From an optimization exercise on the open Yosys and OpenROAD flow, aimed at small area and a short achievable clock period; shortcuts taken in it are not production practice.
No run shown here included a check of the RTL's function; only the layout flow was run.

## design.v

```verilog
`timescale 1ns/1ns
module ParallelFIR(input wire clk,
                   input wire signed [7:0] x,
                   output reg signed [17:0] y);
  reg [7:0] x1, x2, x3, x4, x5, x6, x7, x8, x9, x10, x11, x12, x13, x14, x15, x16, x17, x18, x19;
  reg p2_0_0, p2_0_1, p2_1_0, p2_1_1, p2_2_0, p2_2_1, p2_3_0, p2_3_1, p2_4_0, p2_4_1, p2_5_0, p2_5_1, p2_6_0, p2_6_1, p2_7_0, p2_7_1, p2_8_0, p2_8_1, p2_9_0, p2_9_1, p2_10_0, p2_10_1, p2_11_0, p2_11_1, p2_12_0, p2_12_1, p2_13_0, p2_13_1, p2_14_0, p2_14_1, p2_15_0, p2_15_1, p2_16_0, p1_0_0, p1_0_1, p1_1_0, p1_1_1, p1_2_0, p1_2_1, p1_3_0, p1_3_1, p1_4_0, p1_4_1, p1_5_0, p1_5_1, p1_6_0, p1_6_1, p1_7_0, p1_7_1, p1_8_0, p1_8_1, p1_9_0, p1_9_1, p1_10_0, p1_10_1, p1_11_0, p1_11_1, p1_12_0, p1_12_1, p1_13_0, p1_13_1, p1_14_0, p1_14_1, p1_15_0, p1_15_1, p1_16_0, p1_16_1;
  wire s1, c1;
  FullAdd u1 (.a(1'b1), .b(x7[1]), .c(x8[3]), .s(s1), .co(c1));
  wire s2, c2;
  FullAdd u2 (.a(x7[2]), .b(x8[4]), .c(x10[4]), .s(s2), .co(c2));
  wire s3 = x11[2] ^ x12[5];
  wire c3 = x11[2] & x12[5];
  wire s4, c4;
  FullAdd u4 (.a(1'b1), .b(x7[3]), .c(x8[5]), .s(s4), .co(c4));
  wire s5, c5;
  FullAdd u5 (.a(x7[0]), .b(x8[2]), .c(x9[6]), .s(s5), .co(c5));
  wire s6, c6;
  FullAdd u6 (.a(x8[0]), .b(x10[5]), .c(x10[0]), .s(s6), .co(c6));
  wire s7, c7;
  FullAdd u7 (.a(x11[3]), .b(x12[6]), .c(x12[4]), .s(s7), .co(c7));
  wire s8, c8;
  FullAdd u8 (.a(x10[2]), .b(x11[0]), .c(x12[0]), .s(s8), .co(c8));
  wire s9, c9;
  FullAdd u9 (.a(1'b1), .b(x7[4]), .c(x8[6]), .s(s9), .co(c9));
  wire s10, c10;
  FullAdd u10 (.a(x8[1]), .b(x9[7]), .c(x9[0]), .s(s10), .co(c10));
  wire s11, c11;
  FullAdd u11 (.a(x7[1]), .b(x8[3]), .c(x10[3]), .s(s11), .co(c11));
  wire s12, c12;
  FullAdd u12 (.a(x10[6]), .b(x10[1]), .c(x11[4]), .s(s12), .co(c12));
  wire s13, c13;
  FullAdd u13 (.a(x11[1]), .b(x12[7]), .c(x12[1]), .s(s13), .co(c13));
  wire s14, c14;
  FullAdd u14 (.a(x12[5]), .b(x12[3]), .c(x13[5]), .s(s14), .co(c14));
  wire s15, c15;
  FullAdd u15 (.a(x14[6]), .b(x14[4]), .c(x15[4]), .s(s15), .co(c15));
  wire s16, c16;
  FullAdd u16 (.a(x7[2]), .b(x8[7]), .c(x8[4]), .s(s16), .co(c16));
  wire s17, c17;
  FullAdd u17 (.a(x7[5]), .b(x8[2]), .c(x9[1]), .s(s17), .co(c17));
  wire s18, c18;
  FullAdd u18 (.a(x10[7]), .b(x10[4]), .c(x11[2]), .s(s18), .co(c18));
  wire s19, c19;
  FullAdd u19 (.a(x10[2]), .b(x11[5]), .c(x12[6]), .s(s19), .co(c19));
  wire s20, c20;
  FullAdd u20 (.a(x12[4]), .b(x13[6]), .c(x13[4]), .s(s20), .co(c20));
  wire s21, c21;
  FullAdd u21 (.a(x12[2]), .b(x14[5]), .c(x15[5]), .s(s21), .co(c21));
  wire s22, c22;
  FullAdd u22 (.a(x7[6]), .b(x8[3]), .c(x9[2]), .s(s22), .co(c22));
  wire s23, c23;
  FullAdd u23 (.a(x7[3]), .b(x8[5]), .c(x10[5]), .s(s23), .co(c23));
  wire s24 = x10[3] ^ x11[6];
  wire c24 = x10[3] & x11[6];
  wire s25 = 1'b1 ^ x8[4];
  wire c25 = 1'b1 & x8[4];
  wire s26, c26;
  FullAdd u26 (.a(1'b1), .b(x7[0]), .c(x8[2]), .s(s26), .co(c26));
  wire s27, c27;
  FullAdd u27 (.a(x10[2]), .b(x11[0]), .c(x12[3]), .s(s27), .co(c27));
  wire s28, c28;
  FullAdd u28 (.a(x8[0]), .b(x9[4]), .c(x10[0]), .s(s28), .co(c28));
  wire s29, c29;
  FullAdd u29 (.a(x10[3]), .b(x11[1]), .c(x12[4]), .s(s29), .co(c29));
  wire s30, c30;
  FullAdd u30 (.a(x12[2]), .b(x12[0]), .c(x13[2]), .s(s30), .co(c30));
  wire s31, c31;
  FullAdd u31 (.a(x14[3]), .b(x14[1]), .c(x15[1]), .s(s31), .co(c31));
  wire s32, c32;
  FullAdd u32 (.a(x8[1]), .b(x9[5]), .c(x10[1]), .s(s32), .co(c32));
  wire s33, c33;
  FullAdd u33 (.a(x12[3]), .b(x12[1]), .c(x13[3]), .s(s33), .co(c33));
  wire s34, c34;
  FullAdd u34 (.a(x14[4]), .b(x14[2]), .c(x15[2]), .s(s34), .co(c34));
  wire s35, c35;
  FullAdd u35 (.a(x13[1]), .b(x14[0]), .c(x17[5]), .s(s35), .co(c35));
  wire s36, c36;
  FullAdd u36 (.a(x16[4]), .b(x16[2]), .c(x19[4]), .s(s36), .co(c36));
  wire s37, c37;
  FullAdd u37 (.a(x12[2]), .b(x13[4]), .c(x13[2]), .s(s37), .co(c37));
  wire s38, c38;
  FullAdd u38 (.a(x14[5]), .b(x14[3]), .c(x15[3]), .s(s38), .co(c38));
  wire s39, c39;
  FullAdd u39 (.a(x14[1]), .b(x17[6]), .c(x18[5]), .s(s39), .co(c39));
  wire s40, c40;
  FullAdd u40 (.a(x16[5]), .b(x16[3]), .c(x19[5]), .s(s40), .co(c40));
  wire s41, c41;
  FullAdd u41 (.a(c3), .b(c2), .c(s4), .s(s41), .co(c41));
  wire s42 = s6 ^ s7;
  wire c42 = s6 & s7;
  wire s43, c43;
  FullAdd u43 (.a(x16[6]), .b(x16[4]), .c(x17[7]), .s(s43), .co(c43));
  wire s44, c44;
  FullAdd u44 (.a(x13[3]), .b(x14[2]), .c(x18[6]), .s(s44), .co(c44));
  wire s45, c45;
  FullAdd u45 (.a(c4), .b(c6), .c(c7), .s(s45), .co(c45));
  wire s46, c46;
  FullAdd u46 (.a(x19[6]), .b(c5), .c(c8), .s(s46), .co(c46));
  wire s47, c47;
  FullAdd u47 (.a(s9), .b(s10), .c(s12), .s(s47), .co(c47));
  wire s48, c48;
  FullAdd u48 (.a(s11), .b(s13), .c(s15), .s(s48), .co(c48));
  wire s49, c49;
  FullAdd u49 (.a(x14[7]), .b(x14[3]), .c(x16[7]), .s(s49), .co(c49));
  wire s50, c50;
  FullAdd u50 (.a(x19[7]), .b(c9), .c(c10), .s(s50), .co(c50));
  wire s51, c51;
  FullAdd u51 (.a(x16[5]), .b(x18[7]), .c(c11), .s(s51), .co(c51));
  wire s52, c52;
  FullAdd u52 (.a(c13), .b(c15), .c(s16), .s(s52), .co(c52));
  wire s53, c53;
  FullAdd u53 (.a(c12), .b(c14), .c(s17), .s(s53), .co(c53));
  wire n54 = ~s18;
  wire s55, c55;
  FullAdd u55 (.a(n54), .b(s19), .c(s20), .s(s55), .co(c55));
  wire s56, c56;
  FullAdd u56 (.a(x11[3]), .b(x12[7]), .c(x12[3]), .s(s56), .co(c56));
  wire s57, c57;
  FullAdd u57 (.a(x12[5]), .b(x13[5]), .c(x14[4]), .s(s57), .co(c57));
  wire s58, c58;
  FullAdd u58 (.a(x13[7]), .b(x14[6]), .c(x15[6]), .s(s58), .co(c58));
  wire s59, c59;
  FullAdd u59 (.a(x16[6]), .b(c16), .c(c18), .s(s59), .co(c59));
  wire s60, c60;
  FullAdd u60 (.a(s24), .b(c17), .c(c19), .s(s60), .co(c60));
  wire n61 = ~c21;
  wire s62, c62;
  FullAdd u62 (.a(c20), .b(n61), .c(s22), .s(s62), .co(c62));
  wire s63, c63;
  FullAdd u63 (.a(x7[7]), .b(x7[4]), .c(x8[6]), .s(s63), .co(c63));
  wire s64, c64;
  FullAdd u64 (.a(x10[6]), .b(x11[7]), .c(x11[4]), .s(s64), .co(c64));
  wire s65, c65;
  FullAdd u65 (.a(x9[3]), .b(x10[4]), .c(x12[6]), .s(s65), .co(c65));
  wire s66, c66;
  FullAdd u66 (.a(x13[6]), .b(x14[7]), .c(x14[5]), .s(s66), .co(c66));
  wire s67, c67;
  FullAdd u67 (.a(x15[7]), .b(x16[7]), .c(c24), .s(s67), .co(c67));
  wire n68 = ~x12[4];
  wire s69, c69;
  FullAdd u69 (.a(n68), .b(s25), .c(c22), .s(s69), .co(c69));
  wire s70, c70;
  FullAdd u70 (.a(1'b1), .b(x8[7]), .c(x8[5]), .s(s70), .co(c70));
  wire s71, c71;
  FullAdd u71 (.a(x9[4]), .b(x10[7]), .c(x10[5]), .s(s71), .co(c71));
  wire s72, c72;
  FullAdd u72 (.a(x7[5]), .b(x11[5]), .c(x12[7]), .s(s72), .co(c72));
  wire s73, c73;
  FullAdd u73 (.a(1'b1), .b(x8[1]), .c(x10[1]), .s(s73), .co(c73));
  wire s74 = x12[2] ^ x12[0];
  wire c74 = x12[2] & x12[0];
  wire s75, c75;
  FullAdd u75 (.a(x9[3]), .b(x14[2]), .c(x14[0]), .s(s75), .co(c75));
  wire s76, c76;
  FullAdd u76 (.a(x15[0]), .b(x16[2]), .c(x16[0]), .s(s76), .co(c76));
  wire s77, c77;
  FullAdd u77 (.a(x12[1]), .b(x13[1]), .c(x17[3]), .s(s77), .co(c77));
  wire s78, c78;
  FullAdd u78 (.a(x13[0]), .b(x17[4]), .c(x18[3]), .s(s78), .co(c78));
  wire s79, c79;
  FullAdd u79 (.a(x16[3]), .b(x16[1]), .c(x19[3]), .s(s79), .co(c79));
  wire s80, c80;
  FullAdd u80 (.a(c26), .b(c27), .c(s29), .s(s80), .co(c80));
  wire s81 = s30 ^ s1;
  wire c81 = s30 & s1;
  wire s82, c82;
  FullAdd u82 (.a(x18[4]), .b(s3), .c(c29), .s(s82), .co(c82));
  wire s83, c83;
  FullAdd u83 (.a(c28), .b(c31), .c(s32), .s(s83), .co(c83));
  wire s84, c84;
  FullAdd u84 (.a(c30), .b(c1), .c(s33), .s(s84), .co(c84));
  wire n85 = ~s35;
  wire s86, c86;
  FullAdd u86 (.a(s34), .b(n85), .c(s36), .s(s86), .co(c86));
  wire s87, c87;
  FullAdd u87 (.a(c32), .b(c34), .c(c36), .s(s87), .co(c87));
  wire s88, c88;
  FullAdd u88 (.a(c33), .b(c35), .c(s37), .s(s88), .co(c88));
  wire s89, c89;
  FullAdd u89 (.a(s38), .b(s40), .c(s5), .s(s89), .co(c89));
  wire s90, c90;
  FullAdd u90 (.a(s39), .b(s42), .c(s41), .s(s90), .co(c90));
  wire s91, c91;
  FullAdd u91 (.a(c38), .b(c40), .c(s43), .s(s91), .co(c91));
  wire s92, c92;
  FullAdd u92 (.a(c37), .b(c39), .c(s44), .s(s92), .co(c92));
  wire s93, c93;
  FullAdd u93 (.a(s14), .b(c42), .c(c41), .s(s93), .co(c93));
  wire n94 = ~s46;
  wire s95, c95;
  FullAdd u95 (.a(s45), .b(n94), .c(s47), .s(s95), .co(c95));
  wire s96, c96;
  FullAdd u96 (.a(c44), .b(s49), .c(c45), .s(s96), .co(c96));
  wire s97, c97;
  FullAdd u97 (.a(c43), .b(s21), .c(c46), .s(s97), .co(c97));
  wire s98, c98;
  FullAdd u98 (.a(c48), .b(s51), .c(s52), .s(s98), .co(c98));
  wire s99, c99;
  FullAdd u99 (.a(c47), .b(s50), .c(s53), .s(s99), .co(c99));
  wire s100, c100;
  FullAdd u100 (.a(s56), .b(s58), .c(s23), .s(s100), .co(c100));
  wire s101, c101;
  FullAdd u101 (.a(c49), .b(s57), .c(c50), .s(s101), .co(c101));
  wire s102, c102;
  FullAdd u102 (.a(c51), .b(c52), .c(s59), .s(s102), .co(c102));
  wire s103, c103;
  FullAdd u103 (.a(c53), .b(s60), .c(c55), .s(s103), .co(c103));
  wire s104, c104;
  FullAdd u104 (.a(c56), .b(c58), .c(c23), .s(s104), .co(c104));
  wire s105, c105;
  FullAdd u105 (.a(c57), .b(s65), .c(s66), .s(s105), .co(c105));
  wire s106, c106;
  FullAdd u106 (.a(s63), .b(s64), .c(c59), .s(s106), .co(c106));
  wire s107, c107;
  FullAdd u107 (.a(s67), .b(c60), .c(c62), .s(s107), .co(c107));
  wire s108, c108;
  FullAdd u108 (.a(x12[5]), .b(x13[7]), .c(c63), .s(s108), .co(c108));
  wire s109, c109;
  FullAdd u109 (.a(x14[6]), .b(c25), .c(c65), .s(s109), .co(c109));
  wire s110, c110;
  FullAdd u110 (.a(c66), .b(s70), .c(s71), .s(s110), .co(c110));
  wire n111 = ~c67;
  wire s112, c112;
  FullAdd u112 (.a(c64), .b(s72), .c(n111), .s(s112), .co(c112));
  wire s113, c113;
  FullAdd u113 (.a(1'b1), .b(x8[6]), .c(x9[5]), .s(s113), .co(c113));
  wire s114, c114;
  FullAdd u114 (.a(x7[6]), .b(x11[6]), .c(x12[6]), .s(s114), .co(c114));
  wire s115, c115;
  FullAdd u115 (.a(x10[6]), .b(c70), .c(c71), .s(s115), .co(c115));
  wire s116 = 1'b1 ^ x7[7];
  wire c116 = 1'b1 & x7[7];
  wire s117, c117;
  FullAdd u117 (.a(x8[0]), .b(x10[0]), .c(x12[1]), .s(s117), .co(c117));
  wire s118 = x17[1] ^ x18[0];
  wire c118 = x17[1] & x18[0];
  wire s119, c119;
  FullAdd u119 (.a(x9[2]), .b(x14[1]), .c(x16[1]), .s(s119), .co(c119));
  wire s120, c120;
  FullAdd u120 (.a(x13[0]), .b(x17[2]), .c(x18[1]), .s(s120), .co(c120));
  wire s121 = s74 ^ s73;
  wire c121 = s74 & s73;
  wire s122, c122;
  FullAdd u122 (.a(x18[2]), .b(c74), .c(c73), .s(s122), .co(c122));
  wire s123, c123;
  FullAdd u123 (.a(x19[2]), .b(s75), .c(s76), .s(s123), .co(c123));
  wire s124, c124;
  FullAdd u124 (.a(s77), .b(s26), .c(s27), .s(s124), .co(c124));
  wire s125, c125;
  FullAdd u125 (.a(c75), .b(c76), .c(s79), .s(s125), .co(c125));
  wire s126, c126;
  FullAdd u126 (.a(c77), .b(s78), .c(s81), .s(s126), .co(c126));
  wire n127 = ~s80;
  wire s128, c128;
  FullAdd u128 (.a(s28), .b(s31), .c(n127), .s(s128), .co(c128));
  wire s129, c129;
  FullAdd u129 (.a(c78), .b(s2), .c(c81), .s(s129), .co(c129));
  wire s130, c130;
  FullAdd u130 (.a(c80), .b(s82), .c(s84), .s(s130), .co(c130));
  wire s131, c131;
  FullAdd u131 (.a(c79), .b(s83), .c(s86), .s(s131), .co(c131));
  wire s132, c132;
  FullAdd u132 (.a(s8), .b(c83), .c(s87), .s(s132), .co(c132));
  wire s133, c133;
  FullAdd u133 (.a(c82), .b(c84), .c(s88), .s(s133), .co(c133));
  wire n134 = ~s90;
  wire s135, c135;
  FullAdd u135 (.a(s89), .b(c86), .c(n134), .s(s135), .co(c135));
  wire s136, c136;
  FullAdd u136 (.a(c87), .b(c89), .c(s91), .s(s136), .co(c136));
  wire s137, c137;
  FullAdd u137 (.a(c88), .b(s92), .c(c90), .s(s137), .co(c137));
  wire n138 = ~s48;
  wire s139, c139;
  FullAdd u139 (.a(n138), .b(s93), .c(s95), .s(s139), .co(c139));
  wire s140, c140;
  FullAdd u140 (.a(c92), .b(s55), .c(c93), .s(s140), .co(c140));
  wire s141, c141;
  FullAdd u141 (.a(c91), .b(s97), .c(s98), .s(s141), .co(c141));
  wire s142, c142;
  FullAdd u142 (.a(s96), .b(c95), .c(s99), .s(s142), .co(c142));
  wire s143, c143;
  FullAdd u143 (.a(s62), .b(c96), .c(s101), .s(s143), .co(c143));
  wire s144, c144;
  FullAdd u144 (.a(s100), .b(c97), .c(c98), .s(s144), .co(c144));
  wire n145 = ~s102;
  wire s146, c146;
  FullAdd u146 (.a(c99), .b(n145), .c(s103), .s(s146), .co(c146));
  wire s147, c147;
  FullAdd u147 (.a(s69), .b(s105), .c(c101), .s(s147), .co(c147));
  wire s148, c148;
  FullAdd u148 (.a(c100), .b(s104), .c(c102), .s(s148), .co(c148));
  wire n149 = ~s106;
  wire s150, c150;
  FullAdd u150 (.a(n149), .b(c103), .c(s107), .s(s150), .co(c150));
  wire s151, c151;
  FullAdd u151 (.a(c69), .b(c105), .c(s109), .s(s151), .co(c151));
  wire s152, c152;
  FullAdd u152 (.a(c104), .b(s108), .c(s112), .s(s152), .co(c152));
  wire n153 = ~c106;
  wire s154, c154;
  FullAdd u154 (.a(s110), .b(n153), .c(c107), .s(s154), .co(c154));
  wire s155, c155;
  FullAdd u155 (.a(x14[7]), .b(c72), .c(s114), .s(s155), .co(c155));
  wire s156, c156;
  FullAdd u156 (.a(s113), .b(c109), .c(c110), .s(s156), .co(c156));
  wire n157 = ~s115;
  wire s158, c158;
  FullAdd u158 (.a(c108), .b(n157), .c(c112), .s(s158), .co(c158));
  wire s159, c159;
  FullAdd u159 (.a(x9[6]), .b(x11[7]), .c(x12[7]), .s(s159), .co(c159));
  wire s160, c160;
  FullAdd u160 (.a(x8[7]), .b(x10[7]), .c(c114), .s(s160), .co(c160));
  wire s161, c161;
  FullAdd u161 (.a(s116), .b(c113), .c(c115), .s(s161), .co(c161));
  wire s162, c162;
  FullAdd u162 (.a(x9[1]), .b(x14[0]), .c(x16[0]), .s(s162), .co(c162));
  wire s163, c163;
  FullAdd u163 (.a(c118), .b(c117), .c(s120), .s(s163), .co(c163));
  wire n164 = ~x19[1];
  wire n165 = ~s119;
  wire s166 = n164 ^ n165;
  wire c166 = n164 & n165;
  wire s167, c167;
  FullAdd u167 (.a(c120), .b(c121), .c(s122), .s(s167), .co(c167));
  wire n168 = ~s124;
  wire s169, c169;
  FullAdd u169 (.a(c119), .b(s123), .c(n168), .s(s169), .co(c169));
  wire s170, c170;
  FullAdd u170 (.a(c122), .b(c124), .c(s126), .s(s170), .co(c170));
  wire s171, c171;
  FullAdd u171 (.a(c123), .b(s125), .c(s128), .s(s171), .co(c171));
  wire s172, c172;
  FullAdd u172 (.a(c126), .b(s129), .c(s130), .s(s172), .co(c172));
  wire s173, c173;
  FullAdd u173 (.a(c125), .b(c128), .c(s131), .s(s173), .co(c173));
  wire s174, c174;
  FullAdd u174 (.a(c129), .b(c130), .c(s133), .s(s174), .co(c174));
  wire s175, c175;
  FullAdd u175 (.a(s132), .b(c131), .c(s135), .s(s175), .co(c175));
  wire s176, c176;
  FullAdd u176 (.a(c132), .b(s136), .c(c135), .s(s176), .co(c176));
  wire s177, c177;
  FullAdd u177 (.a(c133), .b(s137), .c(s139), .s(s177), .co(c177));
  wire s178, c178;
  FullAdd u178 (.a(c137), .b(s140), .c(c139), .s(s178), .co(c178));
  wire n179 = ~s142;
  wire s180, c180;
  FullAdd u180 (.a(c136), .b(s141), .c(n179), .s(s180), .co(c180));
  wire s181, c181;
  FullAdd u181 (.a(c140), .b(s143), .c(c142), .s(s181), .co(c181));
  wire n182 = ~s146;
  wire s183, c183;
  FullAdd u183 (.a(s144), .b(c141), .c(n182), .s(s183), .co(c183));
  wire s184, c184;
  FullAdd u184 (.a(c143), .b(s147), .c(c146), .s(s184), .co(c184));
  wire n185 = ~s150;
  wire s186, c186;
  FullAdd u186 (.a(c144), .b(s148), .c(n185), .s(s186), .co(c186));
  wire s187, c187;
  FullAdd u187 (.a(s151), .b(c147), .c(s154), .s(s187), .co(c187));
  wire n188 = ~c150;
  wire s189, c189;
  FullAdd u189 (.a(s152), .b(c148), .c(n188), .s(s189), .co(c189));
  wire s190, c190;
  FullAdd u190 (.a(s155), .b(c152), .c(s158), .s(s190), .co(c190));
  wire s191, c191;
  FullAdd u191 (.a(c151), .b(s156), .c(c154), .s(s191), .co(c191));
  wire s192, c192;
  FullAdd u192 (.a(s159), .b(c156), .c(s161), .s(s192), .co(c192));
  wire s193, c193;
  FullAdd u193 (.a(c155), .b(s160), .c(c158), .s(s193), .co(c193));
  wire s194, c194;
  FullAdd u194 (.a(1'b1), .b(c116), .c(c159), .s(s194), .co(c194));
  wire n195 = ~c161;
  wire s196, c196;
  FullAdd u196 (.a(x9[7]), .b(c160), .c(n195), .s(s196), .co(c196));
  wire s197 = 1'b1 ^ x12[0];
  wire c197 = 1'b1 & x12[0];
  wire n198 = ~s118;
  wire s199, c199;
  FullAdd u199 (.a(x19[0]), .b(n198), .c(s162), .s(s199), .co(c199));
  wire s200, c200;
  FullAdd u200 (.a(s121), .b(s166), .c(s163), .s(s200), .co(c200));
  wire s201, c201;
  FullAdd u201 (.a(c166), .b(c163), .c(s167), .s(s201), .co(c201));
  wire n202 = ~c169;
  wire s203, c203;
  FullAdd u203 (.a(c167), .b(n202), .c(s170), .s(s203), .co(c203));
  wire n204 = ~c171;
  wire s205, c205;
  FullAdd u205 (.a(c170), .b(n204), .c(s172), .s(s205), .co(c205));
  wire n206 = ~c173;
  wire s207, c207;
  FullAdd u207 (.a(c172), .b(s174), .c(n206), .s(s207), .co(c207));
  wire n208 = ~c174;
  wire s209, c209;
  FullAdd u209 (.a(n208), .b(s176), .c(c175), .s(s209), .co(c209));
  wire n210 = ~c176;
  wire s211, c211;
  FullAdd u211 (.a(n210), .b(s178), .c(c177), .s(s211), .co(c211));
  wire n212 = ~c180;
  wire s213, c213;
  FullAdd u213 (.a(c178), .b(s181), .c(n212), .s(s213), .co(c213));
  wire n214 = ~s186;
  wire s215, c215;
  FullAdd u215 (.a(c181), .b(s184), .c(n214), .s(s215), .co(c215));
  wire n216 = ~c186;
  wire s217, c217;
  FullAdd u217 (.a(s187), .b(c184), .c(n216), .s(s217), .co(c217));
  wire n218 = ~s190;
  wire s219, c219;
  FullAdd u219 (.a(n218), .b(c187), .c(s191), .s(s219), .co(c219));
  wire n220 = ~s192;
  wire s221, c221;
  FullAdd u221 (.a(n220), .b(c190), .c(s193), .s(s221), .co(c221));
  wire n222 = ~s196;
  wire s223, c223;
  FullAdd u223 (.a(s194), .b(c192), .c(n222), .s(s223), .co(c223));
  wire s224 = x17[0] ^ s197;
  wire c224 = x17[0] & s197;
  wire n225 = ~s199;
  wire s226, c226;
  FullAdd u226 (.a(c197), .b(s117), .c(n225), .s(s226), .co(c226));
  wire n227 = ~s200;
  wire s228, c228;
  FullAdd u228 (.a(c162), .b(c199), .c(n227), .s(s228), .co(c228));
  wire n229 = ~s169;
  wire s230, c230;
  FullAdd u230 (.a(c200), .b(n229), .c(s201), .s(s230), .co(c230));
  wire n231 = ~s171;
  wire s232, c232;
  FullAdd u232 (.a(c201), .b(n231), .c(s203), .s(s232), .co(c232));
  wire n233 = ~s173;
  wire s234, c234;
  FullAdd u234 (.a(n233), .b(c203), .c(s205), .s(s234), .co(c234));
  wire n235 = ~s175;
  wire s236, c236;
  FullAdd u236 (.a(c205), .b(s207), .c(n235), .s(s236), .co(c236));
  wire n237 = ~s209;
  wire s238, c238;
  FullAdd u238 (.a(c207), .b(s177), .c(n237), .s(s238), .co(c238));
  wire n239 = ~s211;
  wire s240, c240;
  FullAdd u240 (.a(s180), .b(c209), .c(n239), .s(s240), .co(c240));
  wire n241 = ~s183;
  wire s242, c242;
  FullAdd u242 (.a(n241), .b(c211), .c(s213), .s(s242), .co(c242));
  wire n243 = ~c183;
  wire s244, c244;
  FullAdd u244 (.a(n243), .b(c213), .c(s215), .s(s244), .co(c244));
  wire n245 = ~s189;
  wire s246, c246;
  FullAdd u246 (.a(n245), .b(c215), .c(s217), .s(s246), .co(c246));
  wire n247 = ~c189;
  wire s248, c248;
  FullAdd u248 (.a(n247), .b(s219), .c(c217), .s(s248), .co(c248));
  wire n249 = ~s221;
  wire s250, c250;
  FullAdd u250 (.a(c191), .b(n249), .c(c219), .s(s250), .co(c250));
  wire n251 = ~s223;
  wire s252, c252;
  FullAdd u252 (.a(c193), .b(n251), .c(c221), .s(s252), .co(c252));
  wire n253 = ~c196;
  wire s254, c254;
  FullAdd u254 (.a(c194), .b(n253), .c(c223), .s(s254), .co(c254));
  wire s255 = p2_6_0 ^ p2_6_1;
  wire c255 = p2_6_0 & p2_6_1;
  wire s256, c256;
  FullAdd u256 (.a(x3[6]), .b(x3[4]), .c(x4[4]), .s(s256), .co(c256));
  wire s257 = p2_8_0 ^ x3[7];
  wire c257 = p2_8_0 & x3[7];
  wire n258 = ~p2_3_0;
  wire s259 = n258 ^ p2_3_1;
  wire c259 = n258 & p2_3_1;
  wire s260, c260;
  FullAdd u260 (.a(x3[3]), .b(x3[1]), .c(x4[1]), .s(s260), .co(c260));
  wire s261, c261;
  FullAdd u261 (.a(p2_4_0), .b(p2_4_1), .c(x6[2]), .s(s261), .co(c261));
  wire s262, c262;
  FullAdd u262 (.a(x3[4]), .b(x3[2]), .c(x4[2]), .s(s262), .co(c262));
  wire s263, c263;
  FullAdd u263 (.a(p2_5_0), .b(p2_5_1), .c(x5[0]), .s(s263), .co(c263));
  wire s264, c264;
  FullAdd u264 (.a(x6[3]), .b(x6[1]), .c(x7[5]), .s(s264), .co(c264));
  wire s265, c265;
  FullAdd u265 (.a(x3[5]), .b(x3[3]), .c(x4[3]), .s(s265), .co(c265));
  wire s266, c266;
  FullAdd u266 (.a(x5[1]), .b(x6[4]), .c(x6[2]), .s(s266), .co(c266));
  wire s267, c267;
  FullAdd u267 (.a(x7[6]), .b(x7[4]), .c(x7[2]), .s(s267), .co(c267));
  wire n268 = ~x5[5];
  wire n269 = ~x5[3];
  wire s270 = n268 ^ n269;
  wire c270 = n268 & n269;
  wire s271, c271;
  FullAdd u271 (.a(p2_7_0), .b(p2_7_1), .c(x5[2]), .s(s271), .co(c271));
  wire s272, c272;
  FullAdd u272 (.a(x5[6]), .b(x5[4]), .c(x7[7]), .s(s272), .co(c272));
  wire s273, c273;
  FullAdd u273 (.a(x6[5]), .b(x6[3]), .c(x7[5]), .s(s273), .co(c273));
  wire n274 = ~x7[1];
  wire s275, c275;
  FullAdd u275 (.a(x7[3]), .b(n274), .c(c255), .s(s275), .co(c275));
  wire s276, c276;
  FullAdd u276 (.a(p2_8_1), .b(x3[5]), .c(x4[5]), .s(s276), .co(c276));
  wire s277, c277;
  FullAdd u277 (.a(x5[7]), .b(x5[3]), .c(x6[6]), .s(s277), .co(c277));
  wire s278, c278;
  FullAdd u278 (.a(x6[4]), .b(x7[6]), .c(x7[4]), .s(s278), .co(c278));
  wire s279, c279;
  FullAdd u279 (.a(x5[5]), .b(x7[2]), .c(c256), .s(s279), .co(c279));
  wire s280, c280;
  FullAdd u280 (.a(p2_9_0), .b(x3[6]), .c(x4[6]), .s(s280), .co(c280));
  wire s281, c281;
  FullAdd u281 (.a(p2_9_1), .b(x5[4]), .c(x6[5]), .s(s281), .co(c281));
  wire s282, c282;
  FullAdd u282 (.a(x5[6]), .b(x6[7]), .c(x7[7]), .s(s282), .co(c282));
  wire s283 = x7[5] ^ c257;
  wire c283 = x7[5] & c257;
  wire s284, c284;
  FullAdd u284 (.a(p2_10_0), .b(p2_10_1), .c(x3[7]), .s(s284), .co(c284));
  wire s285, c285;
  FullAdd u285 (.a(x4[7]), .b(x5[7]), .c(x5[5]), .s(s285), .co(c285));
  wire s286 = p2_2_0 ^ x6[0];
  wire c286 = p2_2_0 & x6[0];
  wire s287, c287;
  FullAdd u287 (.a(x3[2]), .b(x3[0]), .c(x4[0]), .s(s287), .co(c287));
  wire s288, c288;
  FullAdd u288 (.a(x6[1]), .b(x7[3]), .c(x7[1]), .s(s288), .co(c288));
  wire s289, c289;
  FullAdd u289 (.a(x6[0]), .b(x7[4]), .c(x7[2]), .s(s289), .co(c289));
  wire s290, c290;
  FullAdd u290 (.a(x5[3]), .b(x5[1]), .c(s260), .s(s290), .co(c290));
  wire s291 = x7[0] ^ c259;
  wire c291 = x7[0] & c259;
  wire s292, c292;
  FullAdd u292 (.a(x5[4]), .b(x5[2]), .c(c260), .s(s292), .co(c292));
  wire s293, c293;
  FullAdd u293 (.a(x7[3]), .b(x7[1]), .c(c261), .s(s293), .co(c293));
  wire n294 = ~s262;
  wire s295, c295;
  FullAdd u295 (.a(n294), .b(s263), .c(s264), .s(s295), .co(c295));
  wire s296, c296;
  FullAdd u296 (.a(s255), .b(s270), .c(c263), .s(s296), .co(c296));
  wire s297, c297;
  FullAdd u297 (.a(x7[0]), .b(c262), .c(s265), .s(s297), .co(c297));
  wire s298, c298;
  FullAdd u298 (.a(c264), .b(s266), .c(s267), .s(s298), .co(c298));
  wire s299, c299;
  FullAdd u299 (.a(c270), .b(c266), .c(c267), .s(s299), .co(c299));
  wire s300, c300;
  FullAdd u300 (.a(c265), .b(s272), .c(s256), .s(s300), .co(c300));
  wire s301, c301;
  FullAdd u301 (.a(s271), .b(s273), .c(s275), .s(s301), .co(c301));
  wire s302, c302;
  FullAdd u302 (.a(s257), .b(c271), .c(c273), .s(s302), .co(c302));
  wire s303, c303;
  FullAdd u303 (.a(s277), .b(s278), .c(c275), .s(s303), .co(c303));
  wire s304, c304;
  FullAdd u304 (.a(c272), .b(s276), .c(s279), .s(s304), .co(c304));
  wire s305, c305;
  FullAdd u305 (.a(x7[3]), .b(c276), .c(s280), .s(s305), .co(c305));
  wire s306, c306;
  FullAdd u306 (.a(c277), .b(c278), .c(s281), .s(s306), .co(c306));
  wire n307 = ~s283;
  wire s308, c308;
  FullAdd u308 (.a(s282), .b(n307), .c(c279), .s(s308), .co(c308));
  wire s309, c309;
  FullAdd u309 (.a(x6[6]), .b(x7[6]), .c(c281), .s(s309), .co(c309));
  wire s310, c310;
  FullAdd u310 (.a(x7[4]), .b(c280), .c(c282), .s(s310), .co(c310));
  wire s311, c311;
  FullAdd u311 (.a(s284), .b(s285), .c(c283), .s(s311), .co(c311));
  wire s312, c312;
  FullAdd u312 (.a(p2_11_0), .b(p2_11_1), .c(x5[6]), .s(s312), .co(c312));
  wire s313, c313;
  FullAdd u313 (.a(x6[7]), .b(x7[7]), .c(x7[5]), .s(s313), .co(c313));
  wire s314 = c284 ^ c285;
  wire c314 = c284 & c285;
  wire s315 = p2_12_0 ^ p2_12_1;
  wire c315 = p2_12_0 & p2_12_1;
  wire s316 = p2_1_0 ^ p2_1_1;
  wire c316 = p2_1_0 & p2_1_1;
  wire s317, c317;
  FullAdd u317 (.a(p2_2_1), .b(x3[1]), .c(x5[1]), .s(s317), .co(c317));
  wire s318 = x7[2] ^ x7[0];
  wire c318 = x7[2] & x7[0];
  wire s319, c319;
  FullAdd u319 (.a(x5[2]), .b(x5[0]), .c(s287), .s(s319), .co(c319));
  wire s320, c320;
  FullAdd u320 (.a(c286), .b(s259), .c(s288), .s(s320), .co(c320));
  wire s321, c321;
  FullAdd u321 (.a(c288), .b(s289), .c(s261), .s(s321), .co(c321));
  wire n322 = ~s291;
  wire s323, c323;
  FullAdd u323 (.a(c287), .b(n322), .c(s290), .s(s323), .co(c323));
  wire s324, c324;
  FullAdd u324 (.a(c289), .b(c291), .c(s293), .s(s324), .co(c324));
  wire n325 = ~s295;
  wire s326, c326;
  FullAdd u326 (.a(c290), .b(s292), .c(n325), .s(s326), .co(c326));
  wire s327, c327;
  FullAdd u327 (.a(c293), .b(s296), .c(s298), .s(s327), .co(c327));
  wire n328 = ~c295;
  wire s329, c329;
  FullAdd u329 (.a(c292), .b(s297), .c(n328), .s(s329), .co(c329));
  wire s330, c330;
  FullAdd u330 (.a(c296), .b(c298), .c(s299), .s(s330), .co(c330));
  wire n331 = ~s301;
  wire s332, c332;
  FullAdd u332 (.a(c297), .b(s300), .c(n331), .s(s332), .co(c332));
  wire s333, c333;
  FullAdd u333 (.a(c299), .b(s302), .c(c301), .s(s333), .co(c333));
  wire n334 = ~s303;
  wire s335, c335;
  FullAdd u335 (.a(c300), .b(n334), .c(s304), .s(s335), .co(c335));
  wire s336, c336;
  FullAdd u336 (.a(c302), .b(s306), .c(c303), .s(s336), .co(c336));
  wire s337, c337;
  FullAdd u337 (.a(s305), .b(c304), .c(s308), .s(s337), .co(c337));
  wire s338, c338;
  FullAdd u338 (.a(c306), .b(s309), .c(s311), .s(s338), .co(c338));
  wire s339, c339;
  FullAdd u339 (.a(c305), .b(s310), .c(c308), .s(s339), .co(c339));
  wire s340, c340;
  FullAdd u340 (.a(s312), .b(s314), .c(c309), .s(s340), .co(c340));
  wire n341 = ~c311;
  wire s342, c342;
  FullAdd u342 (.a(s313), .b(c310), .c(n341), .s(s342), .co(c342));
  wire s343, c343;
  FullAdd u343 (.a(x5[7]), .b(x7[6]), .c(c313), .s(s343), .co(c343));
  wire s344, c344;
  FullAdd u344 (.a(s315), .b(c312), .c(c314), .s(s344), .co(c344));
  wire s345, c345;
  FullAdd u345 (.a(p2_13_0), .b(p2_13_1), .c(x7[7]), .s(s345), .co(c345));
  wire s346 = x7[1] ^ s316;
  wire c346 = x7[1] & s316;
  wire s347, c347;
  FullAdd u347 (.a(c316), .b(s318), .c(s286), .s(s347), .co(c347));
  wire n348 = ~c318;
  wire s349, c349;
  FullAdd u349 (.a(n348), .b(c317), .c(s319), .s(s349), .co(c349));
  wire n350 = ~c319;
  wire s351, c351;
  FullAdd u351 (.a(n350), .b(c320), .c(s321), .s(s351), .co(c351));
  wire n352 = ~c323;
  wire s353, c353;
  FullAdd u353 (.a(c321), .b(n352), .c(s324), .s(s353), .co(c353));
  wire n354 = ~c326;
  wire s355, c355;
  FullAdd u355 (.a(c324), .b(s327), .c(n354), .s(s355), .co(c355));
  wire n356 = ~c329;
  wire s357, c357;
  FullAdd u357 (.a(c327), .b(s330), .c(n356), .s(s357), .co(c357));
  wire n358 = ~c332;
  wire s359, c359;
  FullAdd u359 (.a(c330), .b(s333), .c(n358), .s(s359), .co(c359));
  wire n360 = ~s337;
  wire s361, c361;
  FullAdd u361 (.a(s336), .b(c333), .c(n360), .s(s361), .co(c361));
  wire n362 = ~c337;
  wire s363, c363;
  FullAdd u363 (.a(s338), .b(c336), .c(n362), .s(s363), .co(c363));
  wire n364 = ~s342;
  wire s365, c365;
  FullAdd u365 (.a(s340), .b(c338), .c(n364), .s(s365), .co(c365));
  wire n366 = ~s343;
  wire s367, c367;
  FullAdd u367 (.a(n366), .b(s344), .c(c340), .s(s367), .co(c367));
  wire s368, c368;
  FullAdd u368 (.a(c315), .b(s345), .c(c344), .s(s368), .co(c368));
  wire s369 = p2_14_0 ^ c345;
  wire c369 = p2_14_0 & c345;
  wire s370 = p2_0_0 ^ x7[0];
  wire c370 = p2_0_0 & x7[0];
  wire n371 = ~s346;
  wire s372, c372;
  FullAdd u372 (.a(x3[0]), .b(x5[0]), .c(n371), .s(s372), .co(c372));
  wire n373 = ~s317;
  wire s374, c374;
  FullAdd u374 (.a(n373), .b(c346), .c(s347), .s(s374), .co(c374));
  wire n375 = ~s349;
  wire s376, c376;
  FullAdd u376 (.a(c347), .b(s320), .c(n375), .s(s376), .co(c376));
  wire n377 = ~s351;
  wire s378, c378;
  FullAdd u378 (.a(c349), .b(s323), .c(n377), .s(s378), .co(c378));
  wire n379 = ~s326;
  wire s380, c380;
  FullAdd u380 (.a(c351), .b(n379), .c(s353), .s(s380), .co(c380));
  wire n381 = ~s329;
  wire s382, c382;
  FullAdd u382 (.a(n381), .b(c353), .c(s355), .s(s382), .co(c382));
  wire n383 = ~s332;
  wire s384, c384;
  FullAdd u384 (.a(n383), .b(c355), .c(s357), .s(s384), .co(c384));
  wire n385 = ~s335;
  wire s386, c386;
  FullAdd u386 (.a(n385), .b(c357), .c(s359), .s(s386), .co(c386));
  wire n387 = ~c335;
  wire s388, c388;
  FullAdd u388 (.a(n387), .b(c359), .c(s361), .s(s388), .co(c388));
  wire n389 = ~s339;
  wire s390, c390;
  FullAdd u390 (.a(n389), .b(c361), .c(s363), .s(s390), .co(c390));
  wire n391 = ~c339;
  wire s392, c392;
  FullAdd u392 (.a(n391), .b(s365), .c(c363), .s(s392), .co(c392));
  wire n393 = ~c342;
  wire s394, c394;
  FullAdd u394 (.a(n393), .b(s367), .c(c365), .s(s394), .co(c394));
  wire n395 = ~c343;
  wire s396, c396;
  FullAdd u396 (.a(n395), .b(s368), .c(c367), .s(s396), .co(c396));
  wire n397 = ~p2_14_1;
  wire s398, c398;
  FullAdd u398 (.a(n397), .b(s369), .c(c368), .s(s398), .co(c398));
  wire n399 = ~p2_15_0;
  wire s400, c400;
  FullAdd u400 (.a(n399), .b(p2_15_1), .c(c369), .s(s400), .co(c400));
  wire s401 = p1_1_0 ^ x2[0];
  wire c401 = p1_1_0 & x2[0];
  wire s402, c402;
  FullAdd u402 (.a(p1_2_1), .b(x2[1]), .c(x3[2]), .s(s402), .co(c402));
  wire s403, c403;
  FullAdd u403 (.a(p1_3_0), .b(p1_3_1), .c(x2[2]), .s(s403), .co(c403));
  wire s404, c404;
  FullAdd u404 (.a(p1_4_0), .b(x2[3]), .c(x3[4]), .s(s404), .co(c404));
  wire s405, c405;
  FullAdd u405 (.a(p1_5_1), .b(x2[4]), .c(x3[5]), .s(s405), .co(c405));
  wire s406, c406;
  FullAdd u406 (.a(p1_6_0), .b(p1_6_1), .c(x2[5]), .s(s406), .co(c406));
  wire s407, c407;
  FullAdd u407 (.a(p1_7_0), .b(p1_7_1), .c(x2[6]), .s(s407), .co(c407));
  wire s408 = p1_8_0 ^ p1_8_1;
  wire c408 = p1_8_0 & p1_8_1;
  wire s409 = x3[1] ^ s401;
  wire c409 = x3[1] & s401;
  wire n410 = ~c401;
  wire s411, c411;
  FullAdd u411 (.a(p1_2_0), .b(x1[1]), .c(n410), .s(s411), .co(c411));
  wire s412, c412;
  FullAdd u412 (.a(x3[3]), .b(c402), .c(s403), .s(s412), .co(c412));
  wire n413 = ~c403;
  wire s414, c414;
  FullAdd u414 (.a(p1_4_1), .b(x1[3]), .c(n413), .s(s414), .co(c414));
  wire n415 = ~c404;
  wire s416, c416;
  FullAdd u416 (.a(p1_5_0), .b(x1[4]), .c(n415), .s(s416), .co(c416));
  wire s417, c417;
  FullAdd u417 (.a(x3[6]), .b(c405), .c(s406), .s(s417), .co(c417));
  wire n418 = ~c406;
  wire s419, c419;
  FullAdd u419 (.a(x1[6]), .b(x3[7]), .c(n418), .s(s419), .co(c419));
  wire s420, c420;
  FullAdd u420 (.a(x1[7]), .b(s408), .c(c407), .s(s420), .co(c420));
  wire s421 = p1_9_0 ^ p1_9_1;
  wire c421 = p1_9_0 & p1_9_1;
  wire s422 = p1_0_0 ^ x3[0];
  wire c422 = p1_0_0 & x3[0];
  wire n423 = ~s409;
  wire s424, c424;
  FullAdd u424 (.a(p1_1_1), .b(x1[0]), .c(n423), .s(s424), .co(c424));
  wire n425 = ~s411;
  wire s426, c426;
  FullAdd u426 (.a(s402), .b(c409), .c(n425), .s(s426), .co(c426));
  wire n427 = ~s412;
  wire s428, c428;
  FullAdd u428 (.a(x1[2]), .b(c411), .c(n427), .s(s428), .co(c428));
  wire n429 = ~s414;
  wire s430, c430;
  FullAdd u430 (.a(s404), .b(c412), .c(n429), .s(s430), .co(c430));
  wire n431 = ~s405;
  wire s432, c432;
  FullAdd u432 (.a(n431), .b(c414), .c(s416), .s(s432), .co(c432));
  wire n433 = ~s417;
  wire s434, c434;
  FullAdd u434 (.a(x1[5]), .b(c416), .c(n433), .s(s434), .co(c434));
  wire n435 = ~s419;
  wire s436, c436;
  FullAdd u436 (.a(s407), .b(c417), .c(n435), .s(s436), .co(c436));
  wire n437 = ~s420;
  wire s438, c438;
  FullAdd u438 (.a(x2[7]), .b(c419), .c(n437), .s(s438), .co(c438));
  wire s439, c439;
  FullAdd u439 (.a(s421), .b(c408), .c(c420), .s(s439), .co(c439));
  wire s440, c440;
  FullAdd u440 (.a(p1_10_0), .b(p1_10_1), .c(c421), .s(s440), .co(c440));
  wire s441 = p1_11_0 ^ p1_11_1;
  wire c441 = p1_11_0 & p1_11_1;
  wire s442 = p1_12_0 ^ p1_12_1;
  wire c442 = p1_12_0 & p1_12_1;
  wire s443 = p1_13_0 ^ p1_13_1;
  wire c443 = p1_13_0 & p1_13_1;
  wire s444 = p1_14_0 ^ p1_14_1;
  wire c444 = p1_14_0 & p1_14_1;
  wire s445 = p1_15_0 ^ p1_15_1;
  wire c445 = p1_15_0 & p1_15_1;
  wire s446 = p1_16_0 ^ p1_16_1;
  wire c446 = p1_16_0 & p1_16_1;
  wire [17:0] r0 = {c446, c445, c444, c443, c442, c441, c440, c439, ~c438, c436, ~c434, ~c432, c430, ~c428, c426, ~c424, c422, s422};
  wire [17:0] r1 = {1'b1, s446, s445, s444, s443, s442, s441, s440, s439, ~s438, s436, ~s434, ~s432, s430, ~s428, s426, ~s424, ~p1_0_1};
  always @(posedge clk) begin
    x1 <= x;
    x2 <= x1;
    x3 <= x2;
    x4 <= x3;
    x5 <= x4;
    x6 <= x5;
    x7 <= x6;
    x8 <= x7;
    x9 <= x8;
    x10 <= x9;
    x11 <= x10;
    x12 <= x11;
    x13 <= x12;
    x14 <= x13;
    x15 <= x14;
    x16 <= x15;
    x17 <= x16;
    x18 <= x17;
    x19 <= x18;
    p2_0_0 <= s224;
    p2_0_1 <= x9[0];
    p2_1_0 <= c224;
    p2_1_1 <= s226;
    p2_2_0 <= c226;
    p2_2_1 <= s228;
    p2_3_0 <= c228;
    p2_3_1 <= s230;
    p2_4_0 <= c230;
    p2_4_1 <= s232;
    p2_5_0 <= c232;
    p2_5_1 <= s234;
    p2_6_0 <= c234;
    p2_6_1 <= s236;
    p2_7_0 <= c236;
    p2_7_1 <= s238;
    p2_8_0 <= c238;
    p2_8_1 <= s240;
    p2_9_0 <= c240;
    p2_9_1 <= s242;
    p2_10_0 <= c242;
    p2_10_1 <= s244;
    p2_11_0 <= c244;
    p2_11_1 <= s246;
    p2_12_0 <= c246;
    p2_12_1 <= s248;
    p2_13_0 <= c248;
    p2_13_1 <= s250;
    p2_14_0 <= c250;
    p2_14_1 <= s252;
    p2_15_0 <= c252;
    p2_15_1 <= s254;
    p2_16_0 <= c254;
    p1_0_0 <= s370;
    p1_0_1 <= p2_0_1;
    p1_1_0 <= c370;
    p1_1_1 <= s372;
    p1_2_0 <= c372;
    p1_2_1 <= s374;
    p1_3_0 <= c374;
    p1_3_1 <= s376;
    p1_4_0 <= c376;
    p1_4_1 <= s378;
    p1_5_0 <= c378;
    p1_5_1 <= s380;
    p1_6_0 <= c380;
    p1_6_1 <= s382;
    p1_7_0 <= c382;
    p1_7_1 <= s384;
    p1_8_0 <= c384;
    p1_8_1 <= s386;
    p1_9_0 <= c386;
    p1_9_1 <= s388;
    p1_10_0 <= c388;
    p1_10_1 <= s390;
    p1_11_0 <= c390;
    p1_11_1 <= s392;
    p1_12_0 <= c392;
    p1_12_1 <= s394;
    p1_13_0 <= c394;
    p1_13_1 <= s396;
    p1_14_0 <= c396;
    p1_14_1 <= s398;
    p1_15_0 <= c398;
    p1_15_1 <= s400;
    p1_16_0 <= c400;
    p1_16_1 <= p2_16_0;
    y <= r0 + r1;
  end
endmodule
module FullAdd(input wire a, input wire b, input wire c,
               output wire s, output wire co);
  assign s = a ^ b ^ c;
  assign co = (a & b) | (a & c) | (b & c);
endmodule
```

## run.sh

```bash
#!/bin/bash
# synth_recipe.tcl (not shown) runs the flow's synth.tcl, then flattens the netlist and writes it again
# the make line also repeats each setting of config.mk as NAME=value (left out here)
make -C /OpenROAD-flow-scripts/flow DESIGN_CONFIG=/design/flow/config.mk WORK_HOME=/design/flow/orfs CLKGATE_MAP_FILE= SYNTH_SCRIPT=/design/flow/synth_recipe.tcl finish
```

## config.mk

```make
export PLATFORM = sky130hd
export DESIGN_NAME = ParallelFIR
export DESIGN_NICKNAME = ParallelFIR
export VERILOG_FILES = /design/flow/design.v
export SDC_FILE = /design/flow/constraint.sdc
export NUM_CORES = 4
export LEC_CHECK = 0
export CAP_MARGIN = 20
export CORE_MARGIN = 2
export CORE_UTILIZATION = 50
export SLEW_MARGIN = 20
export SYNTH_HIERARCHICAL = 1
export SYNTH_MINIMUM_KEEP_SIZE = 0
```

## constraint.sdc

```tcl
create_clock -name core_clock -period 11.0 [get_ports {clk}]
set_input_delay 2.2000 -clock core_clock [delete_from_list [all_inputs] [get_ports {clk}]]
set_output_delay 2.2000 -clock core_clock [all_outputs]
set_load 0.01 [all_outputs]
```

==> flow_summary.rst, run 1 <==
.. list-table::
   :header-rows: 1

   * - Metric
     - Value
   * - Final number of max-transition violations
     - 0
   * - FF+latch area
     - 4700 um2
   * - Number of placed I/O pins
     - 27
   * - Element type at the critical path end
     - register
   * - Area growth from synthesis to layout
     - 12.3%
   * - Die width
     - approximately 160 um
   * - Number of antenna cells inserted
     - 0
   * - Count of TritonRoute iterations in the first routing pass
     - 4
   * - Nets
     - 1,267
   * - Vertical die dimension
     - around 160 um
   * - Relative max-transition margin
     - 60.5%
   * - Input/output buffers
     - 26
   * - Maximum number of pins on one net before global-route repair
     - 14
   * - Max clock buf depth
     - 3
   * - Largest driver fanout on the critical path
     - 7
   * - Number of buffers created by CTS
     - 26
   * - Post-route clock skew
     - 0.0177 ns
   * - Count of state elements after synthesis
     - 235
   * - Cell seen most often among critical-path stages
     - fa_1
   * - Number of global-route vias before repair
     - 7,161
   * - Worst setup path category
     - reg2reg
   * - Die Outline Area
     - 27,000 um2
   * - Clock root buffer master
     - clkbuf_16
   * - Post-synthesis instance area
     - 12,800 um2
   * - Worst Setup EP
     - p2_10_1
   * - Post-layout min period
     - 4.19 ns
   * - Ratio of cells with drive above 1 in the final layout
     - about 6.1%
   * - Number of cells in the finished layout apart from fillers
     - 1,241
   * - Max-capacitance violation count
     - 0
   * - Residual overflow from global routing
     - 0
   * - # H-tree levels
     - 1
   * - Crit. path cell count
     - 9
   * - R2R cell count
     - 9
   * - Reg2reg start
     - x7[6]
   * - HPWL after detailed placement
     - 21,200 um
   * - CTS tree
     - yes
   * - GRT Util Overall
     - 20.3%
   * - Initial core utilization
     - 51.0%
   * - Unrepaired setup endpoints after global routing
     - no
   * - Worst path slowest cell
     - dfxtp_1
   * - Clk sink count
     - 235
   * - RePlAce Congestion
     - 0.916
   * - Buf+Inv Stages, Crit Path
     - 2
   * - Wirelength, routed
     - 24,400 um
   * - Proportion of synthesized chip area in sequential cells
     - 36.7%
   * - Delay of the slowest cell on the worst path
     - 0.69 ns
   * - Worst Setup SP
     - x7[6]
   * - Mean post-synth cell area
     - 15.4 um2
   * - Area of combinational cells with multiple inputs
     - a little under 8000 um2
   * - CP Data Required Time
     - between 10 and 15 ns
   * - DRC violation count after routing
     - 0
   * - Initial drt markers
     - around 260
   * - Library cells used by synthesis
     - between 40 and 50
   * - R2R setup slack
     - 6.81 ns
   * - Core Footprint
     - 25,200 um2
   * - Via/cell ratio
     - a little under 5
   * - Post-cts repair resize count
     - 0
   * - Cell breakdown of the critical path
     - fa_1 > fa_1 > fa_1 > fa_1 > inv_1 > fa_1 > inv_1 > fa_1 > fa_1
   * - Worst setup SP type
     - register
   * - Vias post-DR
     - 6,167
   * - Capture point of the worst reg-to-reg path
     - p2_10_1
   * - Post-DRT Antenna Nets
     - 0
   * - Number of core rows
     - a little under 60
   * - Number of instances in the synthesized netlist
     - between 800 and 900
   * - Hold Crit Class
     - reg2reg
   * - Status
     - finished clean
   * - Setup total negative slack
     - 0 ns
   * - Hold Fails Final Rpt
     - 0
   * - Count of endpoints failing setup in the final report
     - 0
   * - Number of buffers inserted to repair setup after CTS
     - 0
   * - Worst-Skew Late Latency
     - between 0.5 and 0.6 ns
   * - Ys Warns
     - 7
   * - Global-route wire length before repair
     - slightly above 40,000 um
   * - Average wire length per cell after detail routing
     - 19.7 um
   * - Cell class contributing the biggest share of worst-path delay
     - adder cells
   * - Fraction of the cycle the final worst path needs
     - 38.1%
   * - Quantity of hold-fixing buffers added after cts
     - 0
   * - Slew at the pin closest to its max-slew limit
     - 0.591 ns
   * - Instance count after placement with tap cells included
     - 1,196
   * - Worst path arrival time
     - about 4.6 ns
   * - Achievable clock frequency
     - roughly 240 MHz
   * - Antenna violations before repair
     - 0
   * - Filler Cells Inserted
     - 1,979
   * - Clock edge transition at the registers on the reported setup and hold paths
     - about 0.060 ns
-- registers in the layout, indices dropped and copies added (netlist names), 8 cells and up --
signal	cells
x1	8
x5	8
x11	8
x18	8
x9	8
x7	8
x8	8
x13	8
x2	8
x16	8
x17	8
x10	8
x6	8
x14	8
x3	8
x12	8
x19	8
x4	8
y	18
x15	8
-- layout make-up --
class                      instances  share of cell area (%)
clock inverter                     6                   0.825
multi-input combinational        489                    53.4
sequential                       235                    32.6
timing repair buffer              26                    1.81
tap                              330                    2.86
inverter                         116                    3.02
clock buffer                      39                    5.41
-- synth_stat cells (all sizes together) --
cell type	instances	share of area (%)
a31oi	1	0.049
nor4	2	0.15
conb	1	0.029
inv	116	3.4
a21o	5	0.29
nor2b	3	0.15
and3	2	0.097
nand4	1	0.049
o311ai	1	0.068
dfxtp	235	37
a211oi	4	0.27
nor3b	1	0.097
o21a	2	0.12
nor3	5	0.19
nand2	12	0.37
nor2	19	0.59
o31ai	2	0.16
a21oi	13	0.68
nand2b	1	0.049
a211o	1	0.068
and2	1	0.049
o211ai	3	0.28
ha	51	5.0
and4b	1	0.078
xnor2	5	0.34
nand3	9	0.39
nor4b	2	0.19
a311oi	1	0.12
a2111o	1	0.088
a2111oi	1	0.068
a21boi	1	0.059
xor2	4	0.27
fa	313	49
o21ai	13	0.59
buf	2	0.15
-- routing by layer --
layer	vias up	global-route usage [%]	part of all wire (%)
li1	2694	-	-
met1	3340	29.8	44
met2	99	31.8	49
met3	34	3.81	5.0
met4	0	4.78	1.8
met5	-	0	0
-- stage by stage --
step	hold slack, ns	instance area [um2]	setup WS [ns]	util, %
floorplan	0.310	12900	7.08	-
global route	0.345	14400	6.65	57.2
detailed placement	0.319	13500	6.77	53.7
CTS	0.343	14400	6.75	57.2
finish	0.341	14400	6.81	57.2
global placement	0.321	13500	6.79	53.7
-- Yosys stat by module (local to each module, per instance) --
module | copies in the design | cells inside
FullAdd | 312 | 1
ParallelFIR | 1 | 523
-- layout by cell type, fill, tap and decap left out, types with 3 or more instances in the layout --
cell and instances:
a211oi_1 3, a21o_1 5, a21oi_1 11, bufinv_16 3, clkbuf_1 5, clkbuf_16 26
clkbuf_8 8, clkdlybuf4s50_1 26, conb_1 8, dfxtp_1 235, fa_1 313, ha_1 51
inv_1 116, nand2_1 11, nand3_1 8, nor2_1 17, nor2b_1 3, nor3_1 5
o21ai_0 9, o21ai_2 3, xnor2_1 5, xor2_1 4
-- cells by family after synthesis --
| group | synth area share (%) |
|---|---|
| AO/OA/AOI/OAI | 2.92 |
| XOR/XNOR | 0.614 |
| adder cells (fa/ha/maj) | 53.8 |
| buffers and inverters | 3.54 |
| flip-flops | 36.7 |
| other | 0.0292 |
| AND/OR/NAND/NOR | 2.45 |
-- worst min-delay path by stage --
stage	from	to	slack, ns	cells past startpoint
finish	p2_16_0	p1_16_1	0.34	0
floorplan	p2_16_0	p1_16_1	0.31	0
global placement	p2_16_0	p1_16_1	0.32	0
global route	p2_16_0	p1_16_1	0.34	0
CTS	p2_16_0	p1_16_1	0.34	0
detailed placement	p2_16_0	p1_16_1	0.32	0
==> run 2: changes to the inputs <==
==> flow/run.sh (new file) <==
#!/bin/bash
set -e
cp standard.sh standard.sh.txt 2>/dev/null || true
export SETUP_SLACK_MARGIN=${MARGIN:-7.6}
bash standard.sh > standard.log 2>&1
==> standard.sh (new file) <==
#!/bin/bash
# synth_recipe.tcl (not shown) runs the flow's synth.tcl, then flattens the netlist and writes it again
# the make line also repeats each setting of config.mk as NAME=value (left out here)
make -C /OpenROAD-flow-scripts/flow DESIGN_CONFIG=/design/flow/config.mk WORK_HOME=/design/flow/orfs CLKGATE_MAP_FILE= SYNTH_SCRIPT=/design/flow/synth_recipe.tcl "${@:-finish}"
removed: run.sh
==> run 2 against run 1 <==
  * Synthesized area stayed put
  * Sequential share of layout area shrank 0.62 points
  * Clock skew shrank 0.0042 ns
  * Non-clock buffer count rose by 34
  * Global-route usage rose by 1.0 points
  * Utilization up 2.7 points
  * Sequential cell count is the same
  * Via count grew 1.8%
  * Worst hold slack got worse by 0.011 ns
  * Critical path depth fell by 1
  * Critical path type unchanged
==> flow_summary.rst, run 2 <==
.. list-table::
   :header-rows: 1

   * - Metric
     - Value
   * - Share of Yosys cell area claimed by the top area cell type
     - 48.8% (unchanged)
   * - Residual overflow from global routing
     - 0 (unchanged)
   * - Commonest cells after routing, fill and taps aside
     - fa_1 (245), dfxtp_1 (186), inv_1 (114)
   * - Worst slack at placement
     - 7.13 ns (+0.361 ns)
   * - Wirelength, routed
     - 26,000 um (+6.4%)
   * - Vertical die dimension
     - 164 um (unchanged)
   * - Die width
     - 164 um (unchanged)
   * - Cell class contributing the biggest share of worst-path delay
     - adder cells
   * - Post-synthesis instance area
     - 12,800 um2 (unchanged)
   * - Final Hold Slack
     - 0.330 ns (-0.0114 ns)
   * - Mean post-synth cell area
     - 15.4 um2 (unchanged)
   * - Worst path arrival time
     - 4.24 ns (-0.36 ns)
   * - Max clock buf depth
     - 3 (unchanged)
   * - Setup total negative slack
     - 0 ns (unchanged)
   * - Cell type with the highest aggregate area in the netlist
     - fa_1
   * - Fraction of the cycle the final worst path needs
     - 34.7% (-3.4 points)
   * - Top-count cell post-synth
     - fa_1
   * - CP Data Required Time
     - 11.42 ns (about the same)
   * - Delay of the slowest cell on the worst path
     - 0.58 ns (-0.11 ns)
   * - CTS tree
     - yes
   * - Input/output buffers
     - 26 (unchanged)
   * - Initial drt markers
     - 271 (+5.9%)
   * - Global-route wire length before repair
     - 42,300 um (+4.8%)
   * - Post-layout min period
     - 3.81 ns (-0.374 ns)
   * - Worst setup SP type
     - register
   * - Nets
     - 1,302 (+2.8%)
   * - Number of core rows
     - 58 (unchanged)
   * - Cell seen most often among critical-path stages
     - fa_2
   * - Core Footprint
     - 25,200 um2 (unchanged)
   * - Buf+Inv Stages, Crit Path
     - 1 (-1)
   * - Vias post-DR
     - 6,275 (+1.8%)
   * - Worst setup path category
     - reg2reg
   * - Clk sink count
     - 235 (unchanged)
   * - Most used standard cells in the synthesized netlist
     - fa_1 (313), dfxtp_1 (235), inv_1 (116), ha_1 (51), nor2_1 (17)
   * - Library cells used by synthesis
     - 47 (unchanged)
   * - Initial core utilization
     - 51.0% (unchanged)
   * - Filler Cells Inserted
     - 1,917 (-3.1%)
   * - Count of TritonRoute iterations in the first routing pass
     - 4 (unchanged)
   * - Max-capacitance violation count
     - 0 (unchanged)
   * - Average wire length per cell after detail routing
     - 20.3 um (+3.2%)
   * - Most area-consuming cells after synthesis
     - fa_1 (49%), dfxtp_1 (37%), ha_1 (5.0%)
   * - Area growth from synthesis to layout
     - 17.7%
   * - Post-synth EDFFs
     - 0 (unchanged)
   * - Number of placed I/O pins
     - 27 (unchanged)
   * - End-of-flow core utilization
     - 60.0% (+2.7 points)
   * - Post-DRT Antenna Nets
     - 0 (unchanged)
   * - Hold Crit Class
     - reg2reg
   * - RePlAce Congestion
     - 0.909 (-0.81%)
   * - # H-tree levels
     - 1 (unchanged)
   * - Antenna violations before repair
     - 0 (unchanged)
   * - Final number of max-transition violations
     - 0 (unchanged)
   * - Largest driver fanout on the critical path
     - 4 (-3)
   * - Element type at the critical path end
     - register
   * - Worst path slowest cell
     - fa_2
   * - Clock edge transition at the registers on the reported setup and hold paths
     - 0.06 ns (about the same)
   * - Number of buffers created by CTS
     - 27 (+3.8%)
   * - Number of instances in the synthesized netlist
     - 835 (unchanged)
   * - Via/cell ratio
     - 4.91 (-1.3%)
   * - Commonest non-fill, non-tap cell in the layout
     - fa_1
   * - Hold Fails Final Rpt
     - 0 (unchanged)
   * - Worst-Skew Late Latency
     - 0.55 ns (about the same)
   * - Proportion of synthesized chip area in sequential cells
     - 36.7% (unchanged)
   * - Flip-flop count of the largest register, all copies and words added
     - 18 (unchanged)
   * - Die Outline Area
     - 27,000 um2 (unchanged)
   * - Proportion of synthesized flip-flops having asynchronous set or reset
     - 0% (unchanged)
   * - Status
     - finished clean
   * - Most flops, register
     - y
   * - Number of antenna cells inserted
     - 0 (unchanged)
   * - HPWL after detailed placement
     - 21,300 um (+0.58%)
   * - Post-route clock skew
     - 0.0135 ns (-0.00417 ns)
   * - Ys Warns
     - 7 (unchanged)
   * - Ratio of cells with drive above 1 in the final layout
     - 23.6% (+17 points)
   * - Count of endpoints failing setup in the final report
     - 0 (unchanged)
   * - Clock root buffer master
     - clkbuf_16
   * - Top_reg_cell synth
     - dfxtp_1
   * - Number of global-route vias before repair
     - 7,407 (+3.4%)
   * - DRC violation count after routing
     - 0 (unchanged)
   * - Count of state elements after synthesis
     - 235 (unchanged)
   * - Achievable clock frequency
     - 262 MHz (+9.8%)
   * - Final WS setup
     - 7.19 ns (+0.374 ns)
   * - Maximum number of pins on one net before global-route repair
     - 15 (+1)
   * - Cell breakdown of the critical path
     - fa_2 > fa_1 > fa_2 > fa_2 > fa_2 > fa_1 > inv_1 > fa_1
   * - GRT Util Overall
     - 21.4% (+1.0 points)
   * - Unrepaired setup endpoints after global routing
     - yes
[run 2: cell counts after synthesis]
No cell type changed its count.
[run 2: final timing paths]
kind | from | to | slack, ns | cells after the start
max | x10[6] | p2_8_1 | 7.19 | 8
min | p2_16_0 | p1_16_1 | 0.33 | 0
max reg2reg | x10[6] | p2_8_1 | 7.19 | 8
min reg2reg | p2_16_0 | p1_16_1 | 0.33 | 0
[run 2: area by class of cell]
type	instances	area [um2]	share of cell area, %
Clock inverter	15	228	1.51
Clock buffer	34	773	5.12
Timing Repair Buffer	60	508	3.36
Inverter	116	435	2.88
Tap cell	330	413	2.73
Sequential cell	235	4840	32.0
Multi-Input combinational cell	489	7910	52.4
[run 2: metal layers]
layer | track usage, % | wire length, um
met1 | 31.0 | 11600
met3 | 3.51 | 942
met5 | 0 | 0
met2 | 34.3 | 12900
met4 | 5.06 | 573
[run 2: worst register-to-register path, stage by stage, from the launching register on]
cell and delay, ns:
dfxtp_4 0.38, fa_2 0.58, fa_1 0.43, fa_2 0.55, fa_2 0.44, fa_2 0.35, fa_1 0.50, inv_1 0.06
fa_1 0.42
[run 2: cell families after synthesis]
| family | synth area share, % |
|---|---|
| and+or+nand+nor | 2.45 |
| other | 0.0292 |
| xor gates and xnor gates | 0.614 |
| adders and majority gates | 53.8 |
| DFF | 36.7 |
| buffers and inverters | 3.54 |
| AOI/OAI and AO/OA | 2.92 |
[run 2: stage by stage]
| step | instance area, um2 | std cells |
|---|---|---|
| 3_3_place_gp | 13600 | 1196 |
| 2_1_floorplan | 13000 | 842 |
| 5_1_grt | 15100 | 1279 |
| 4_1_cts | 14900 | 1262 |
| 3_5_place_dp | 13600 | 1196 |
| 6_report | 15100 | 1279 |
[run 2: per-module statistics from Yosys, one instance, submodules excluded]
module / cells / times used
ParallelFIR: 523 / 1
FullAdd: 1 / 312
[run 2: what timing repair did]
item	CTS	global route
setup endpoints to repair	38	27
buffers inserted	17	17
pin swaps	22	19
hold buffers	0	0
resized for setup	83	37
hold endpoints to repair	0	0

[port drivers added, routing unchanged]
No port has a modelled driver above. Below, the same layouts with a new extraction and two added sets of constraints. Step 1, drivers: a clkbuf_16 drives clk and a buf_2 each remaining input, both assumed. Step 2 times the ports against the registers' clock, not the clock port: input delays grow and output delays shrink by t, the midpoint of the rising clock arrivals with the driver on. a / b / c = no drivers / after step 1 / after step 2; a / b = the first two.
| run | t, ns | setup WS [ns] | hold slack, ns | worst setup path after step 2 |
|---|---|---|---|---|
| run 1 | 0.580 | 6.812 / 6.812 / 6.812 | 0.341 / 0.341 / 0.341 | register to register |
| run 2 | 0.591 | 7.186 / 7.186 / 7.186 | 0.330 / 0.330 / 0.330 | register to register |
After both steps setup and hold are still met in every run listed.
